This design comes from an exercise in tuning for small area and a short achievable clock period on the open sky130 flow, not from production work.
Function was not checked in any run shown here: the RTL went through the layout flow alone.
Power and IR drop assume default switching activity.

==> config.mk <==
export PLATFORM = sky130hd
export DESIGN_NAME = fp_add
export DESIGN_NICKNAME = fp_add
export VERILOG_FILES = /design/flow/design.v
export SDC_FILE = /design/flow/constraint.sdc
export NUM_CORES = 8
export LEC_CHECK = 0
export ABC_AREA = 1
export CAP_MARGIN = 20
export CORE_MARGIN = 2
export CORE_UTILIZATION = 50
export SLEW_MARGIN = 20
==> constraint.sdc <==
create_clock -name core_clock -period 12.5 [get_ports {clk}]
set_input_delay 2.5000 -clock core_clock [delete_from_list [all_inputs] [get_ports {clk}]]
set_output_delay 2.5000 -clock core_clock [all_outputs]
set_load 0.01 [all_outputs]
==> design.v <==
module fp_add #(
    parameter pDATA_WIDTH = 64,
    parameter pEXP_WIDTH  = 11,
    parameter pFRAC_WIDTH = 52
) (
    input  [(pDATA_WIDTH-1):0] in_A,
    input  [(pDATA_WIDTH-1):0] in_B,
    input                      clk,
    input                      rst_n,
    input                      in_valid,
    output [(pDATA_WIDTH-1):0] result,
    output                     out_valid
);
    wire [10:0] ea_s0 = in_A[62:52];
    wire [10:0] eb_s0 = in_B[62:52];
    wire [6:0] dab_s0;
    wire [6:0] dba_s0;
    wire [5:0] dh_s0;
    fpa_add #(.N(7)) u_dab_0 (.a({1'b0, ea_s0[5:0]}), .b({1'b1, ~eb_s0[5:0]}), .ci(1'b1), .s(dab_s0));
    fpa_add #(.N(7)) u_dba_0 (.a({1'b0, eb_s0[5:0]}), .b({1'b1, ~ea_s0[5:0]}), .ci(1'b1), .s(dba_s0));
    fpa_add #(.N(6)) u_dh_0 (.a({1'b0, ea_s0[10:6]}), .b({1'b1, ~eb_s0[10:6]}), .ci(1'b1), .s(dh_s0));
    wire dh0_s0 = ~|dh_s0;
    wire dh1_s0 = (dh_s0 == 6'd1);
    wire dhm_s0 = (dh_s0 == 6'h3F);
    wire elt_s0 = dh_s0[5] | (dh0_s0 & dab_s0[6]);
    wire sat_s0 = (~dh_s0[5] & ~dh0_s0 & ~dh1_s0) | (dh1_s0 & ~dab_s0[6]) | (dh_s0[5] & ~dhm_s0) | (dhm_s0 & ~dba_s0[6]);
    wire [5:0] sh_s0 = elt_s0 ? dba_s0[5:0] : dab_s0[5:0];
    reg v_al;
    always @(posedge clk or negedge rst_n)
        if (!rst_n) v_al <= 1'b0;
        else v_al <= in_valid;
    reg [63:0] A_al;
    always @(posedge clk) A_al <= in_A;
    reg [63:0] B_al;
    always @(posedge clk) B_al <= in_B;
    reg elt_al;
    always @(posedge clk) elt_al <= elt_s0;
    reg sat_al;
    always @(posedge clk) sat_al <= sat_s0;
    reg [5:0] sh_al;
    always @(posedge clk) sh_al <= sh_s0;
    wire xa_s1 = &A_al[62:52];
    wire xb_s1 = &B_al[62:52];
    wire mza_s1 = ~|A_al[51:0];
    wire mzb_s1 = ~|B_al[51:0];
    wire nan_s1 = (xa_s1 & ~mza_s1) | (xb_s1 & ~mzb_s1) | (xa_s1 & xb_s1 & (A_al[63] ^ B_al[63]));
    wire spec_s1 = xa_s1 | xb_s1;
    wire isg_s1 = xa_s1 ? A_al[63] : B_al[63];
    wire ha_s1 = |A_al[62:52];
    wire hb_s1 = |B_al[62:52];
    wire [52:0] bm_s1 = elt_al ? {hb_s1, B_al[51:0]} : {ha_s1, A_al[51:0]};
    wire [52:0] sm_s1 = elt_al ? {ha_s1, A_al[51:0]} : {hb_s1, B_al[51:0]};
    wire [10:0] be_s1 = elt_al ? B_al[62:52] : A_al[62:52];
    wire sgb_s1 = nan_s1 ? 1'b0 : (spec_s1 ? isg_s1 : (elt_al ? B_al[63] : A_al[63]));
    wire sgs_s1 = elt_al ? A_al[63] : B_al[63];
    wire sub_s1 = A_al[63] ^ B_al[63];
    wire [55:0] r0_s1 = {sm_s1, 3'b000};
    wire [55:0] r1_s1 = sh_al[0] ? {1'd0, r0_s1[55:1]} : r0_s1;
    wire t1_s1 = sh_al[0] & r0_s1[0];
    wire [55:0] r2_s1 = sh_al[1] ? {2'd0, r1_s1[55:2]} : r1_s1;
    wire t2_s1 = sh_al[1] & |r1_s1[1:0];
    wire [55:0] r3_s1 = sh_al[2] ? {4'd0, r2_s1[55:4]} : r2_s1;
    wire t3_s1 = sh_al[2] & |r2_s1[3:0];
    wire s3_s1 = sh_al[3] | sat_al;
    wire s4_s1 = sh_al[4] | sat_al;
    wire s5_s1 = sh_al[5] | sat_al;
    wire [55:0] r4_s1 = s3_s1 ? {8'd0, r3_s1[55:8]} : r3_s1;
    wire t4_s1 = s3_s1 & |r3_s1[7:0];
    wire [55:0] r5_s1 = s4_s1 ? {16'd0, r4_s1[55:16]} : r4_s1;
    wire t5_s1 = s4_s1 & |r4_s1[15:0];
    wire [55:0] r6_s1 = s5_s1 ? {32'd0, r5_s1[55:32]} : r5_s1;
    wire t6_s1 = s5_s1 & |r5_s1[31:0];
    wire [55:0] al_s1 = {r6_s1[55:1], r6_s1[0] | t1_s1 | t2_s1 | t3_s1 | t4_s1 | t5_s1 | t6_s1};
    wire [10:0] be1_s1;
    fpa_inc #(.N(11)) u_be1_1 (.a(be_s1), .ci(1'b1), .s(be1_s1), .co());
    reg v_add;
    always @(posedge clk or negedge rst_n)
        if (!rst_n) v_add <= 1'b0;
        else v_add <= v_al;
    reg [55:0] al_add;
    always @(posedge clk) al_add <= al_s1;
    reg [10:0] be1_add;
    always @(posedge clk) be1_add <= be1_s1;
    reg [52:0] bm_add;
    always @(posedge clk) bm_add <= bm_s1;
    reg nan_add;
    always @(posedge clk) nan_add <= nan_s1;
    reg sgb_add;
    always @(posedge clk) sgb_add <= sgb_s1;
    reg sgs_add;
    always @(posedge clk) sgs_add <= sgs_s1;
    reg spec_add;
    always @(posedge clk) spec_add <= spec_s1;
    reg sub_add;
    always @(posedge clk) sub_add <= sub_s1;
    wire [56:0] sum0_s2;
    wire neg_s2;
    fpa_eac #(.N(57)) u_add_2 (.a({1'b0, bm_add, 3'b000}), .b({1'b0, al_add} ^ {57{sub_add}}), .sub(sub_add), .s(sum0_s2), .neg(neg_s2));
    wire sgn_s2 = (neg_s2 & ~spec_add) ? sgs_add : sgb_add;
    wire [56:0] sum_s2 = spec_add ? {1'b1, 51'd0, nan_add, 4'd0} : sum0_s2;
    wire [10:0] bex_s2 = spec_add ? 11'h7FF : be1_add;
    reg v_n1;
    always @(posedge clk or negedge rst_n)
        if (!rst_n) v_n1 <= 1'b0;
        else v_n1 <= v_add;
    reg [10:0] bex_n1;
    always @(posedge clk) bex_n1 <= bex_s2;
    reg sgn_n1;
    always @(posedge clk) sgn_n1 <= sgn_s2;
    reg [56:0] sum_n1;
    always @(posedge clk) sum_n1 <= sum_s2;
    wire z5_s3 = ~|sum_n1[56:25];
    wire [56:0] n1_s3 = z5_s3 ? {sum_n1[24:0], 32'd0} : sum_n1;
    wire z4_s3 = ~|n1_s3[56:41];
    wire [56:0] n2_s3 = z4_s3 ? {n1_s3[40:0], 16'd0} : n1_s3;
    wire [10:0] eh_s3;
    fpa_add #(.N(11)) u_eh_3 (.a(bex_n1), .b({5'b11111, ~z5_s3, ~z4_s3, 4'b1111}), .ci(1'b1), .s(eh_s3));
    wire z3_s4 = ~|n2_s3[56:49];
    wire [56:0] n3_s4 = z3_s4 ? {n2_s3[48:0], 8'd0} : n2_s3;
    wire z2_s5 = ~|n3_s4[56:53];
    wire [56:0] n4_s5 = z2_s5 ? {n3_s4[52:0], 4'd0} : n3_s4;
    reg v_n4;
    always @(posedge clk or negedge rst_n)
        if (!rst_n) v_n4 <= 1'b0;
        else v_n4 <= v_n1;
    reg [10:0] eh_n4;
    always @(posedge clk) eh_n4 <= eh_s3;
    reg [56:0] n4_n4;
    always @(posedge clk) n4_n4 <= n4_s5;
    reg sgn_n4;
    always @(posedge clk) sgn_n4 <= sgn_n1;
    reg z2_n4;
    always @(posedge clk) z2_n4 <= z2_s5;
    reg z3_n4;
    always @(posedge clk) z3_n4 <= z3_s4;
    wire z1_s6 = ~|n4_n4[56:55];
    wire [56:0] n5_s6 = z1_s6 ? {n4_n4[54:0], 2'd0} : n4_n4;
    wire z0_s6 = ~n5_s6[56];
    wire [56:0] n6_s6 = z0_s6 ? {n5_s6[55:0], 1'd0} : n5_s6;
    wire zero_s6 = ~n6_s6[56];
    wire [10:0] e1_s6;
    fpa_add #(.N(11)) u_e1_6 (.a(eh_n4), .b({7'b1111111, ~z3_n4, ~z2_n4, ~z1_s6, ~z0_s6}), .ci(1'b1), .s(e1_s6));
    wire rup_s6 = n6_s6[3] & (n6_s6[4] | |n6_s6[2:0]);
    wire [51:0] fm_s6 = n6_s6[55:4];
    wire [10:0] fe_s6 = zero_s6 ? 11'd0 : e1_s6;
    wire fs_s6 = sgn_n4 & ~zero_s6;
    wire fr_s6 = rup_s6;
    wire [62:0] mr_s7;
    fpa_incb #(.N(63), .B(4)) u_inc_7 (.a({fe_s6, fm_s6}), .ci(fr_s6), .s(mr_s7));
    wire [63:0] res_s7 = {fs_s6, mr_s7};
    reg v_o;
    always @(posedge clk or negedge rst_n)
        if (!rst_n) v_o <= 1'b0;
        else v_o <= v_n4;
    reg [63:0] res_o;
    always @(posedge clk) res_o <= res_s7;
    assign result = res_o;
    assign out_valid = v_o;
endmodule
module fpa_eac #(parameter N = 8) (
    input  [N-1:0] a,
    input  [N-1:0] b,
    input          sub,
    output [N-1:0] s,
    output         neg
);
    localparam L = (N <= 2) ? 1 : (N <= 4) ? 2 : (N <= 8) ? 3 : (N <= 16) ? 4 : (N <= 32) ? 5 : (N <= 64) ? 6 : 7;
    wire [N-1:0] g0 = a & b;
    wire [N-1:0] p0 = a ^ b;
    wire [(L+1)*N-1:0] G, P;
    assign G[N-1:0] = g0;
    assign P[N-1:0] = p0;
    genvar l, i;
    generate
        for (l = 0; l < L; l = l + 1) begin : lv
            for (i = 0; i < N; i = i + 1) begin : bt
                if ((i >> l) & 1) begin : c
                    assign G[(l+1)*N+i] = G[l*N+i] | (P[l*N+i] & G[l*N+((i>>l)<<l)-1]);
                    assign P[(l+1)*N+i] = P[l*N+i] & P[l*N+((i>>l)<<l)-1];
                end else begin : w
                    assign G[(l+1)*N+i] = G[l*N+i];
                    assign P[(l+1)*N+i] = P[l*N+i];
                end
            end
        end
    endgenerate
    wire [N-1:0] gp = G[L*N +: N];
    wire [N-1:0] pp = P[L*N +: N];
    wire cout = gp[N-1];
    wire ci = sub & cout;
    assign neg = sub & ~cout;
    wire [N-1:0] c = {gp[N-2:0] | (pp[N-2:0] & {(N-1){ci}}), ci};
    assign s = (p0 ^ c) ^ {N{neg}};
endmodule
module fpa_incb #(parameter N = 8, parameter B = 4) (
    input  [N-1:0] a,
    input          ci,
    output [N-1:0] s
);
    localparam NB = (N + B - 1) / B;
    wire [NB*B-1:0] ax = {{(NB*B-N){1'b0}}, a};
    wire [NB-1:0] ball;
    wire [NB-1:0] ps;
    genvar i, j;
    generate
        for (i = 0; i < NB; i = i + 1) begin : bl
            assign ball[i] = &ax[i*B +: B];
        end
    endgenerate
    fpa_inc #(.N(NB)) u_pre (.a(ball), .ci(ci), .s(ps), .co());
    wire [NB*B-1:0] sx;
    generate
        for (i = 0; i < NB; i = i + 1) begin : bs
            wire [B:0] c;
            assign c[0] = ps[i] ^ ball[i];
            for (j = 0; j < B; j = j + 1) begin : bt
                assign c[j+1] = c[j] & ax[i*B+j];
                assign sx[i*B+j] = ax[i*B+j] ^ c[j];
            end
        end
    endgenerate
    assign s = sx[N-1:0];
endmodule
module fpa_add #(parameter N = 8) (
    input  [N-1:0] a,
    input  [N-1:0] b,
    input          ci,
    output [N-1:0] s
);
    localparam M = N + 1;
    localparam L = (M <= 2) ? 1 : (M <= 4) ? 2 : (M <= 8) ? 3 : (M <= 16) ? 4 : (M <= 32) ? 5 : (M <= 64) ? 6 : 7;
    wire [M-1:0] g0 = {a & b, ci};
    wire [M-1:0] p0 = {a ^ b, 1'b0};
    wire [(L+1)*M-1:0] G, P;
    assign G[M-1:0] = g0;
    assign P[M-1:0] = p0;
    genvar l, i;
    generate
        for (l = 0; l < L; l = l + 1) begin : lv
            for (i = 0; i < M; i = i + 1) begin : bt
                if ((i >> l) & 1) begin : c
                    assign G[(l+1)*M+i] = G[l*M+i] | (P[l*M+i] & G[l*M+((i>>l)<<l)-1]);
                    assign P[(l+1)*M+i] = P[l*M+i] & P[l*M+((i>>l)<<l)-1];
                end else begin : w
                    assign G[(l+1)*M+i] = G[l*M+i];
                    assign P[(l+1)*M+i] = P[l*M+i];
                end
            end
        end
    endgenerate
    assign s = p0[M-1:1] ^ G[L*M +: N];
endmodule
module fpa_inc #(parameter N = 8) (
    input  [N-1:0] a,
    input          ci,
    output [N-1:0] s,
    output         co
);
    localparam M = N + 1;
    localparam L = (M <= 2) ? 1 : (M <= 4) ? 2 : (M <= 8) ? 3 : (M <= 16) ? 4 : (M <= 32) ? 5 : (M <= 64) ? 6 : 7;
    wire [(L+1)*M-1:0] P;
    assign P[M-1:0] = {a, ci};
    genvar l, i;
    generate
        for (l = 0; l < L; l = l + 1) begin : lv
            for (i = 0; i < M; i = i + 1) begin : bt
                if ((i >> l) & 1) begin : c
                    assign P[(l+1)*M+i] = P[l*M+i] & P[l*M+((i>>l)<<l)-1];
                end else begin : w
                    assign P[(l+1)*M+i] = P[l*M+i];
                end
            end
        end
    endgenerate
    assign s = a ^ P[L*M +: N];
    assign co = P[L*M+N];
endmodule
module fpa_lt #(parameter N = 8) (
    input  [N-1:0] a,
    input  [N-1:0] b,
    output         lt
);
    localparam L = (N <= 2) ? 1 : (N <= 4) ? 2 : (N <= 8) ? 3 : (N <= 16) ? 4 : (N <= 32) ? 5 : (N <= 64) ? 6 : 7;
    localparam W = 1 << L;
    wire [W-1:0] g0 = {{(W-N){1'b0}}, ~a & b};
    wire [W-1:0] e0 = {{(W-N){1'b1}}, ~(a ^ b)};
    wire [2*W-1:0] G, E;
    assign G[W +: W] = g0;
    assign E[W +: W] = e0;
    genvar i;
    generate
        for (i = 1; i < W; i = i + 1) begin : nd
            assign G[i] = G[2*i+1] | (E[2*i+1] & G[2*i]);
            assign E[i] = E[2*i+1] & E[2*i];
        end
    endgenerate
    assign lt = G[1];
endmodule
==> flow/run.sh <==
#!/bin/bash
bash standard.sh ADDER_MAP_FILE= SETUP_SLACK_MARGIN=9.2 \
  "CTS_ARGS=-sink_clustering_enable -repair_clock_nets -sink_clustering_size 24 -sink_clustering_max_diameter 80 -dont_use_dummy_load" \
  "BUFFER_PORTS_ARGS=-buffer_cell sky130_fd_sc_hd__buf_2" finish > standard.log 2>&1
==> standard.sh <==
#!/bin/bash
# synth_recipe.tcl (not shown) runs the flow's synth.tcl, then flattens the netlist and writes it again
# the make line also repeats each setting of config.mk as NAME=value (left out here)
make -C /OpenROAD-flow-scripts/flow DESIGN_CONFIG=/design/flow/config.mk WORK_HOME=/design/flow/orfs CLKGATE_MAP_FILE= SYNTH_SCRIPT=/design/flow/synth_recipe.tcl "${@:-finish}"
==> impl_results.html, run 1 <==
<table>
<tr><th>Metric</th><th>Value</th></tr>
<tr><th colspan="2">Hold path</th></tr>
<tr><td>Worst Hold Class</td><td>flop to flop</td></tr>
<tr><th colspan="2">Routing</th></tr>
<tr><td>Detail-routed net length per standard cell</td><td>18.18 um</td></tr>
<tr><td>Number of nets with antenna violations after routing</td><td>0</td></tr>
<tr><td>Via count</td><td>26.96k</td></tr>
<tr><td>Aggregate routed wire length</td><td>92090 um</td></tr>
<tr><td>Vias per inst</td><td>5.323</td></tr>
<tr><td>Initial drt markers</td><td>2168</td></tr>
<tr><td>Initial DRT Pass Iterations</td><td>8</td></tr>
<tr><td>Remaining DRCs</td><td>0</td></tr>
<tr><th colspan="2">Logic synthesis</th></tr>
<tr><td>Syn Std Cell Area</td><td>26260 um2</td></tr>
<tr><td>Fraction of synthesized cell area taken by the top area cell type</td><td>0.3545</td></tr>
<tr><td>Distinct cell type count of the synthesized netlist</td><td>60</td></tr>
<tr><td>Ys Warns</td><td>1</td></tr>
<tr><td>Part of the Yosys area used for sequential elements</td><td>0.3593</td></tr>
<tr><td>Async SR Flop Fraction</td><td>0.01064</td></tr>
<tr><td>Number of flops mapped to enable cells by yosys</td><td>0</td></tr>
<tr><td>Average footprint of a synthesized cell</td><td>6.313 um2</td></tr>
<tr><td>Main synth FF type</td><td>dfxtp_1</td></tr>
<tr><td>Largest cells by area after synthesis</td><td>dfxtp_1, nand2_1, nand3_1</td></tr>
<tr><td>Syn Nets</td><td>4291</td></tr>
<tr><td>Synth Register Bits</td><td>470</td></tr>
<tr><td>Gate count of the mapped netlist</td><td>4160</td></tr>
<tr><td>Dominant cell type by area after synthesis</td><td>dfxtp_1</td></tr>
<tr><th colspan="2">Global routing</th></tr>
<tr><td>GR Overflow Total</td><td>0</td></tr>
<tr><td>Global-route wire length before repair</td><td>132300 um</td></tr>
<tr><td>Number of global-route vias before repair</td><td>24.33k</td></tr>
<tr><td>Pin count of the biggest net entering global routing</td><td>127</td></tr>
<tr><td>Number of antenna violations at the first check in global routing</td><td>2</td></tr>
<tr><td>Global-route usage over all layers</td><td>0.3158</td></tr>
<tr><th colspan="2">Timing</th></tr>
<tr><td>Number of failing setup endpoints in the final timing report</td><td>0</td></tr>
<tr><td>Relative max-transition margin</td><td>0.4026</td></tr>
<tr><td>Final Slew Violations</td><td>0</td></tr>
<tr><td>Highest achievable clock rate</td><td>268.9 MHz</td></tr>
<tr><td>Crit path time final</td><td>3.719 ns</td></tr>
<tr><td>Part of the cycle the worst path needs</td><td>0.2975</td></tr>
<tr><td>Setup slack after layout</td><td>8.781 ns</td></tr>
<tr><td>Hold violation count in the final report</td><td>0</td></tr>
<tr><td>Max Clock Skew</td><td>0.05482 ns</td></tr>
<tr><td>Worst Hold Slack</td><td>0.3332 ns</td></tr>
<tr><td>Measured slew at the worst slew-check pin</td><td>0.8948 ns</td></tr>
<tr><td>Final total negative setup slack</td><td>0 ns</td></tr>
<tr><td>Setup repair after global routing missed its margin</td><td>yes</td></tr>
<tr><th colspan="2">Clock network</th></tr>
<tr><td>Cts bufs inserted</td><td>31</td></tr>
<tr><td>Depth of the CTS H-tree</td><td>1</td></tr>
<tr><td>Clk Tree Root Cell</td><td>clkbuf_16</td></tr>
<tr><td>Largest buffer count on any clock path</td><td>3</td></tr>
<tr><td>CTS tree</td><td>done</td></tr>
<tr><td>Worst-skew pair later-pin latency</td><td>0.63 ns</td></tr>
<tr><td>Total clock sinks</td><td>470</td></tr>
<tr><td>Clock input transition at the sequential cells of the worst setup and hold paths</td><td>0.09 ns</td></tr>
<tr><th colspan="2">Cells and area</th></tr>
<tr><td>Fill count</td><td>4956</td></tr>
<tr><td>Relative area change from synthesis to final layout</td><td>20.47%</td></tr>
<tr><td>Most frequent standard cell in the layout excluding fill and tap cells</td><td>nand2_1</td></tr>
<tr><td>Footprint of the flip-flops and latches</td><td>9517 um2</td></tr>
<tr><td>Most frequent cells in the layout</td><td>nand2_1, inv_1, dfxtp_1, nand3_1, o21ai_0</td></tr>
<tr><td>Net count reported at finish</td><td>4516</td></tr>
<tr><td>Non-filler cells, final</td><td>5064</td></tr>
<tr><td>Area of combinational cells with multiple inputs</td><td>15520 um2</td></tr>
<tr><td>Share of layout cells above drive strength 1</td><td>0.1768</td></tr>
<tr><th colspan="2">Placed design</th></tr>
<tr><td>Port Buffer Count</td><td>195</td></tr>
<tr><td>DP Cell Count</td><td>4871</td></tr>
<tr><td>Sum of net half-perimeters after detailed placement</td><td>64930 um</td></tr>
<tr><td>Place WS</td><td>7.008 ns</td></tr>
<tr><td>Placer's final routability congestion estimate</td><td>0.9972</td></tr>
<tr><th colspan="2">Status</th></tr>
<tr><td>Result of the run</td><td>finished clean</td></tr>
<tr><th colspan="2">Setup path</th></tr>
<tr><td>CP endpoint kind</td><td>flop</td></tr>
<tr><td>Start-to-end type of the worst setup path</td><td>input port to flop</td></tr>
<tr><td>Critical Path AT</td><td>4.27 ns</td></tr>
<tr><td>Sort of element at the start of the critical path</td><td>input port</td></tr>
<tr><td>Worst path required time</td><td>13.05 ns</td></tr>
<tr><td>Max FO, Critical Path</td><td>5</td></tr>
<tr><th colspan="2">Die</th></tr>
<tr><td>Area of the placeable core</td><td>51610 um2</td></tr>
<tr><td>Die extent in y</td><td>233.2 um</td></tr>
<tr><td>Die width</td><td>233.2 um</td></tr>
<tr><td>FP Rows</td><td>83</td></tr>
<tr><td>Die Area</td><td>54370 um2</td></tr>
<tr><td>Top-Level Pins</td><td>196</td></tr>
<tr><td>Starting Density</td><td>0.5088</td></tr>
<tr><th colspan="2">Power and ir drop</th></tr>
<tr><td>Total power divided by cell area</td><td>200.8 nW/um2</td></tr>
<tr><td>Total design power</td><td>6352 uW</td></tr>
<tr><td>VDD IR max</td><td>119.1 uV</td></tr>
<tr><td>Static leakage</td><td>0.01573 uW</td></tr>
<tr><th colspan="2">Job</th></tr>
<tr><td>Maximum Capacitance Violations</td><td>0</td></tr>
</table>
==> worst max-delay path, cell delays in order <==
cell     delay [ns]
buf_2          0.11
inv_2          0.06
nor2_4         0.12
inv_2          0.05
nand2_2        0.07
nor2_2         0.05
a22oi_1        0.14
inv_1          0.09
a21oi_2        0.18
inv_2          0.07
a21oi_4        0.20
nand3_4        0.13
nand2_4        0.14
mux2i_2        0.23
xnor2_1        0.14
==> power by group <==
group          internal (uW)  total, uW  switching, uW
Combinational           1180       3220           2040
Clock                    434        933            498
Sequential              1920       2200            282
Total                   3540       6350           2820
==> worst paths after layout <==
path | startpoint | depth (start not counted) | slack [ns] | endpoint
max | in_A[53] | 15 | 8.78 | sh_al[2]$_DFF_P_
min | bex_n1[0]$_SDFF_PP1_ | 0 | 0.33 | eh_n4[0]$_DFF_P_
max reg2reg | sub_add$_DFF_P_ | 20 | 9.18 | sum_n1[47]$_SDFF_PP0_
min reg2reg | bex_n1[0]$_SDFF_PP1_ | 0 | 0.33 | eh_n4[0]$_DFF_P_
max in group asynchronous | rst_n | 1 | 10.68 | v_al$_DFF_PN0_
min in group asynchronous | rst_n | 1 | 1.67 | v_o$_DFF_PN0_
==> flip-flops by register name, summed over array words and instances, names as in the netlist, 6 cells and up <==
| name | flops |
|---|---|
| sum_n1 | 57 |
| sh_al | 6 |
| bex_n1 | 11 |
| be1_add | 11 |
| bm_add | 53 |
| res_o | 64 |
| A_al | 64 |
| eh_n4 | 11 |
| al_add | 56 |
| B_al | 64 |
| n4_n4 | 57 |
==> routing by layer <==
layer  wire (um)  vias up  track usage
met5           0        -            0
met4        5728        0       0.1588
met3        5186      247      0.03418
met2       45760      902       0.5767
met1       35420    12211       0.3634
li1            -    13597            -
==> layout make-up <==
class                           instances  area share
Sequential cell                       470      0.3008
Inverter                              467     0.05778
Antenna cell                            1  0.00007910
Tap cell                              680     0.02689
Multi-Input combinational cell       3056      0.4907
Timing Repair Buffer                  358     0.09852
Clock buffer                           31     0.02452
Timing Repair inverter                  1   0.0006328
==> per-stage QoR <==
step | utilization | area (um2)
final | 0.6129 | 31640
after global routing | 0.6129 | 31640
after CTS | 0.5674 | 29290
after detailed placement | 0.5317 | 27440
after global placement | 0.5317 | 27440
after floorplan | - | 26290
==> synth_stat cells, types with 26 or more instances <==
cell,number
nand2_1,1361
dfxtp_1,465
inv_1,452
nand3_1,379
o21ai_0,358
nor2_1,342
a21oi_1,134
clkbuf_1,102
xnor2_1,76
xor2_1,69
or2_2,53
nand4_1,38
buf_2,33
nor3_1,32
buf_1,27
nor4_1,26
==> repair_timing <==
item	in CTS	in global routing
endpoints found under the hold margin	0	0
pin swaps	25	94
cloned	16	16
gates resized for setup	134	358
setup endpoints to repair	255	225
buffers inserted	32	96
hold buffers	0	0
==> cell families after synthesis <==
group,Yosys count,share of synthesized area
and+or+nand+nor,2300,0.3690
muxes,13,0.004955
DFF,470,0.3593
buffers and inverters,651,0.09982
AOI/OAI and AO/OA,580,0.1180
xor gates and xnor gates,146,0.04898
==> inputs of run 2 (changes only) <==
==> flow/run.sh (replaced) <==
#!/bin/bash
bash standard.sh ADDER_MAP_FILE= SETUP_SLACK_MARGIN=8.95 \
  "CTS_ARGS=-sink_clustering_enable -repair_clock_nets -sink_clustering_size 24 -sink_clustering_max_diameter 80 -dont_use_dummy_load" \
  "BUFFER_PORTS_ARGS=-buffer_cell sky130_fd_sc_hd__buf_2" finish > standard.log 2>&1
==> impl_results.html, run 2 <==
<table>
<tr><th>Metric</th><th>Value</th></tr>
<tr><th colspan="2">Cells and area</th></tr>
<tr><td>Area of combinational cells with multiple inputs</td><td>14830 um2</td></tr>
<tr><td>Net count reported at finish</td><td>4424</td></tr>
<tr><td>Biggest registers after layout</td><td>A_al (64), B_al (64), res_o (64)</td></tr>
<tr><td>Share of layout cells above drive strength 1</td><td>0.1254</td></tr>
<tr><td>Fill count</td><td>5213</td></tr>
<tr><td>Finished Core Util</td><td>0.5790</td></tr>
<tr><td>Non-filler cells, final</td><td>4973</td></tr>
<tr><td>Footprint of the flip-flops and latches</td><td>9494 um2</td></tr>
<tr><td>Most frequent cells in the layout</td><td>nand2_1, inv_1, dfxtp_1, nand3_1, o21ai_0</td></tr>
<tr><td>Most frequent standard cell in the layout excluding fill and tap cells</td><td>nand2_1</td></tr>
<tr><td>Relative area change from synthesis to final layout</td><td>13.80%</td></tr>
<tr><th colspan="2">Setup path</th></tr>
<tr><td>Crit path buf inv count</td><td>4</td></tr>
<tr><td>Cell with the biggest individual delay on the critical path</td><td>mux2i_2</td></tr>
<tr><td>CP most frequent cell</td><td>inv_2</td></tr>
<tr><td>Critical Path AT</td><td>4.25 ns</td></tr>
<tr><td>Worst path required time</td><td>13.05 ns</td></tr>
<tr><td>Sort of element at the start of the critical path</td><td>input port</td></tr>
<tr><td>CP endpoint kind</td><td>flop</td></tr>
<tr><td>Slowest cell delay on critical path</td><td>0.23 ns</td></tr>
<tr><td>Start-to-end type of the worst setup path</td><td>input port to flop</td></tr>
<tr><td>Cell family contributing the most delay on the critical path</td><td>compound AO/OA/AOI/OAI gates</td></tr>
<tr><td>Critical Path, Cell by Cell</td><td>buf_2, inv_2, nand2_1, nand2_2, nor2_2, a22oi_1, inv_1, a21oi_2, inv_2, a21oi_4, nand3_4, nand2_4, mux2i_2, xnor2_1</td></tr>
<tr><td>Max FO, Critical Path</td><td>5</td></tr>
<tr><th colspan="2">Hold path</th></tr>
<tr><td>Worst Hold Class</td><td>flop to flop</td></tr>
<tr><th colspan="2">Placed design</th></tr>
<tr><td>DP Cell Count</td><td>4871</td></tr>
<tr><td>Placer's final routability congestion estimate</td><td>0.9972</td></tr>
<tr><td>Port Buffer Count</td><td>195</td></tr>
<tr><td>Sum of net half-perimeters after detailed placement</td><td>64930 um</td></tr>
<tr><th colspan="2">Routing</th></tr>
<tr><td>Vias per inst</td><td>5.244</td></tr>
<tr><td>Initial DRT Pass Iterations</td><td>7</td></tr>
<tr><td>Number of nets with antenna violations after routing</td><td>0</td></tr>
<tr><td>Detail-routed net length per standard cell</td><td>17.49 um</td></tr>
<tr><td>Remaining DRCs</td><td>0</td></tr>
<tr><td>Initial drt markers</td><td>2063</td></tr>
<tr><td>Via count</td><td>26.08k</td></tr>
<tr><td>Aggregate routed wire length</td><td>87000 um</td></tr>
<tr><th colspan="2">Die</th></tr>
<tr><td>Area of the placeable core</td><td>51610 um2</td></tr>
<tr><td>Top-Level Pins</td><td>196</td></tr>
<tr><td>Die Area</td><td>54370 um2</td></tr>
<tr><td>Die extent in y</td><td>233.2 um</td></tr>
<tr><td>Die width</td><td>233.2 um</td></tr>
<tr><td>FP Rows</td><td>83</td></tr>
<tr><td>Starting Density</td><td>0.5088</td></tr>
<tr><th colspan="2">Clock network</th></tr>
<tr><td>Cts bufs inserted</td><td>31</td></tr>
<tr><td>Total clock sinks</td><td>470</td></tr>
<tr><td>Number of buffers added to fix hold violations after cts</td><td>0</td></tr>
<tr><td>Depth of the CTS H-tree</td><td>1</td></tr>
<tr><td>Worst-skew pair later-pin latency</td><td>0.63 ns</td></tr>
<tr><td>Clk Tree Root Cell</td><td>clkbuf_16</td></tr>
<tr><td>CTS tree</td><td>done</td></tr>
<tr><td>Clock input transition at the sequential cells of the worst setup and hold paths</td><td>0.09 ns</td></tr>
<tr><td>Largest buffer count on any clock path</td><td>3</td></tr>
<tr><th colspan="2">Logic synthesis</th></tr>
<tr><td>Fraction of synthesized cell area taken by the top area cell type</td><td>0.3545</td></tr>
<tr><td>Main synth FF type</td><td>dfxtp_1</td></tr>
<tr><td>Largest cells by area after synthesis</td><td>dfxtp_1, nand2_1, nand3_1</td></tr>
<tr><td>Part of the Yosys area used for sequential elements</td><td>0.3593</td></tr>
<tr><td>Async SR Flop Fraction</td><td>0.01064</td></tr>
<tr><td>Top cells by count, synth</td><td>nand2_1, dfxtp_1, inv_1</td></tr>
<tr><td>Dominant cell type by area after synthesis</td><td>dfxtp_1</td></tr>
<tr><td>Most numerous cell in the Yosys netlist</td><td>nand2_1</td></tr>
<tr><td>Syn Std Cell Area</td><td>26260 um2</td></tr>
<tr><td>Number of flops mapped to enable cells by yosys</td><td>0</td></tr>
<tr><td>Ys Warns</td><td>1</td></tr>
<tr><td>Synth Register Bits</td><td>470</td></tr>
<tr><td>Syn Nets</td><td>4291</td></tr>
<tr><td>Average footprint of a synthesized cell</td><td>6.313 um2</td></tr>
<tr><td>Gate count of the mapped netlist</td><td>4160</td></tr>
<tr><td>Distinct cell type count of the synthesized netlist</td><td>60</td></tr>
<tr><th colspan="2">Timing</th></tr>
<tr><td>Part of the cycle the worst path needs</td><td>0.2963</td></tr>
<tr><td>Hold violation count in the final report</td><td>0</td></tr>
<tr><td>Highest achievable clock rate</td><td>270.0 MHz</td></tr>
<tr><td>Worst Hold Slack</td><td>0.3332 ns</td></tr>
<tr><td>Max Clock Skew</td><td>0.05921 ns</td></tr>
<tr><td>Number of failing setup endpoints in the final timing report</td><td>0</td></tr>
<tr><td>Crit path time final</td><td>3.704 ns</td></tr>
<tr><td>Setup repair after global routing missed its margin</td><td>yes</td></tr>
<tr><td>Relative max-transition margin</td><td>0.3170</td></tr>
<tr><td>Final Slew Violations</td><td>0</td></tr>
<tr><td>Measured slew at the worst slew-check pin</td><td>1.023 ns</td></tr>
<tr><td>Final total negative setup slack</td><td>0 ns</td></tr>
<tr><th colspan="2">Power and ir drop</th></tr>
<tr><td>Total power divided by cell area</td><td>202.1 nW/um2</td></tr>
<tr><td>Static leakage</td><td>0.01496 uW</td></tr>
<tr><td>VDD IR max</td><td>119.9 uV</td></tr>
<tr><th colspan="2">Global routing</th></tr>
<tr><td>Number of global-route vias before repair</td><td>24.02k</td></tr>
<tr><td>Global-route wire length before repair</td><td>129600 um</td></tr>
<tr><td>Pin count of the biggest net entering global routing</td><td>127</td></tr>
<tr><td>GR Overflow Total</td><td>0</td></tr>
<tr><td>Global-route usage over all layers</td><td>0.3084</td></tr>
<tr><td>Number of antenna violations at the first check in global routing</td><td>1</td></tr>
<tr><th colspan="2">Status</th></tr>
<tr><td>Result of the run</td><td>finished clean</td></tr>
<tr><th colspan="2">Job</th></tr>
<tr><td>Maximum Capacitance Violations</td><td>0</td></tr>
</table>
-- run 2: logic make-up (layout without fill, tap and decap cells) --
kind of cell | count (synthesis) | in the layout | synth area share
multiplexers | 13 | 13 | 0.004955
XOR/XNOR | 146 | 146 | 0.04898
flip-flops | 470 | 470 | 0.3593
AND/OR/NAND/NOR | 2300 | 2312 | 0.3690
other | 0 | 2 | 0
buffers and inverters | 651 | 770 | 0.09982
AO/OA/AOI/OAI | 580 | 580 | 0.1180
-- run 2: where the power goes --
group	switching, uW	total, uW	leakage, uW	internal (uW)
combinational	1890	2920	0.0106	1030
sequential	277	2190	0.00396	1910
clock	494	928	0.000382	434
total	2660	6040	0.0150	3380
-- run 2: metal layers --
| layer | global-route usage | share of wire | vias to the layer above |
|---|---|---|---|
| li1 | - | - | 13401 |
| met3 | 0.03015 | 0.050 | 196 |
| met1 | 0.3572 | 0.40 | 11713 |
| met2 | 0.5665 | 0.50 | 770 |
| met4 | 0.1467 | 0.055 | 0 |
| met5 | 0 | 0 | - |
-- run 2: what timing repair did --
| item | in CTS | in global routing |
|---|---|---|
| pin swaps | 19 | 28 |
| buffers inserted | 16 | 33 |
| setup endpoints to repair | 238 | 224 |
| gates resized for setup | 84 | 168 |
| cloned | 10 | 9 |
-- run 2: path summary, 6_finish.rpt --
check	from	end	slack, ns	depth (start not counted)
worst max-delay path	in_A[53]	sh_al[2]$_DFF_P_	8.80	14
worst min-delay path	bex_n1[0]$_SDFF_PP1_	eh_n4[0]$_DFF_P_	0.33	0
worst max register to register	sum_n1[40]$_SDFF_PP0_	n4_n4[40]$_DFF_P_	9.09	24
worst min register to register	bex_n1[0]$_SDFF_PP1_	eh_n4[0]$_DFF_P_	0.33	0
max in group asynchronous	rst_n	v_add$_DFF_PN0_	10.68	1
min in group asynchronous	rst_n	v_o$_DFF_PN0_	1.67	1
-- run 2: area by class of cell --
class / instances / area share
Sequential cell: 470 / 0.3177
Inverter: 467 / 0.06004
Tap cell: 680 / 0.02847
Antenna cell: 2 / 0.0001675
Multi-Input combinational cell: 3051 / 0.4961
Timing Repair Buffer: 272 / 0.07155
Clock buffer: 31 / 0.02596
-- run 2: metrics by stage --
| stage | cell area (um2) | setup WS [ns] | power (uW) |
|---|---|---|---|
| 6_report | 29880 | 8.796 | 6040 |
| 3_3_place_gp | 27440 | 7.012 | 4823 |
| 5_1_grt | 29880 | 8.685 | 6515 |
| 3_5_place_dp | 27440 | 7.008 | 4827 |
| 2_1_floorplan | 26290 | 8.390 | 4044 |
| 4_1_cts | 28770 | 8.835 | 5838 |

==> separate check: timing with driven ports <==
No port has a modelled driver above. Below, the same layouts with a new extraction and two added sets of constraints. Step 1: set_driving_cell puts a clkbuf_16 on clk and a buf_2 on each other input, an assumption about the parent block. Step 2, shift: input delay + t, output delay - t, t = (earliest + latest rising clock arrival at the registers) / 2. This alone moves slack from input paths to output paths. Slacks: no drivers / after step 1 / after step 2; pairs: no drivers / after step 1.
run	t, ns	slack for setup (ns)	worst hold slack (ns)	cell pins on the clock port's net
run 1	0.663	8.781 / 8.816 / 8.158	0.333 / 0.333 / 0.333	1
run 2	0.663	8.796 / 8.814 / 8.168	0.333 / 0.333 / 0.333	1
After both steps every run listed still meets setup and hold. The setup slack of run 2, which loses most, moves by +0.018 ns with the drivers and by -0.628 ns with both steps.
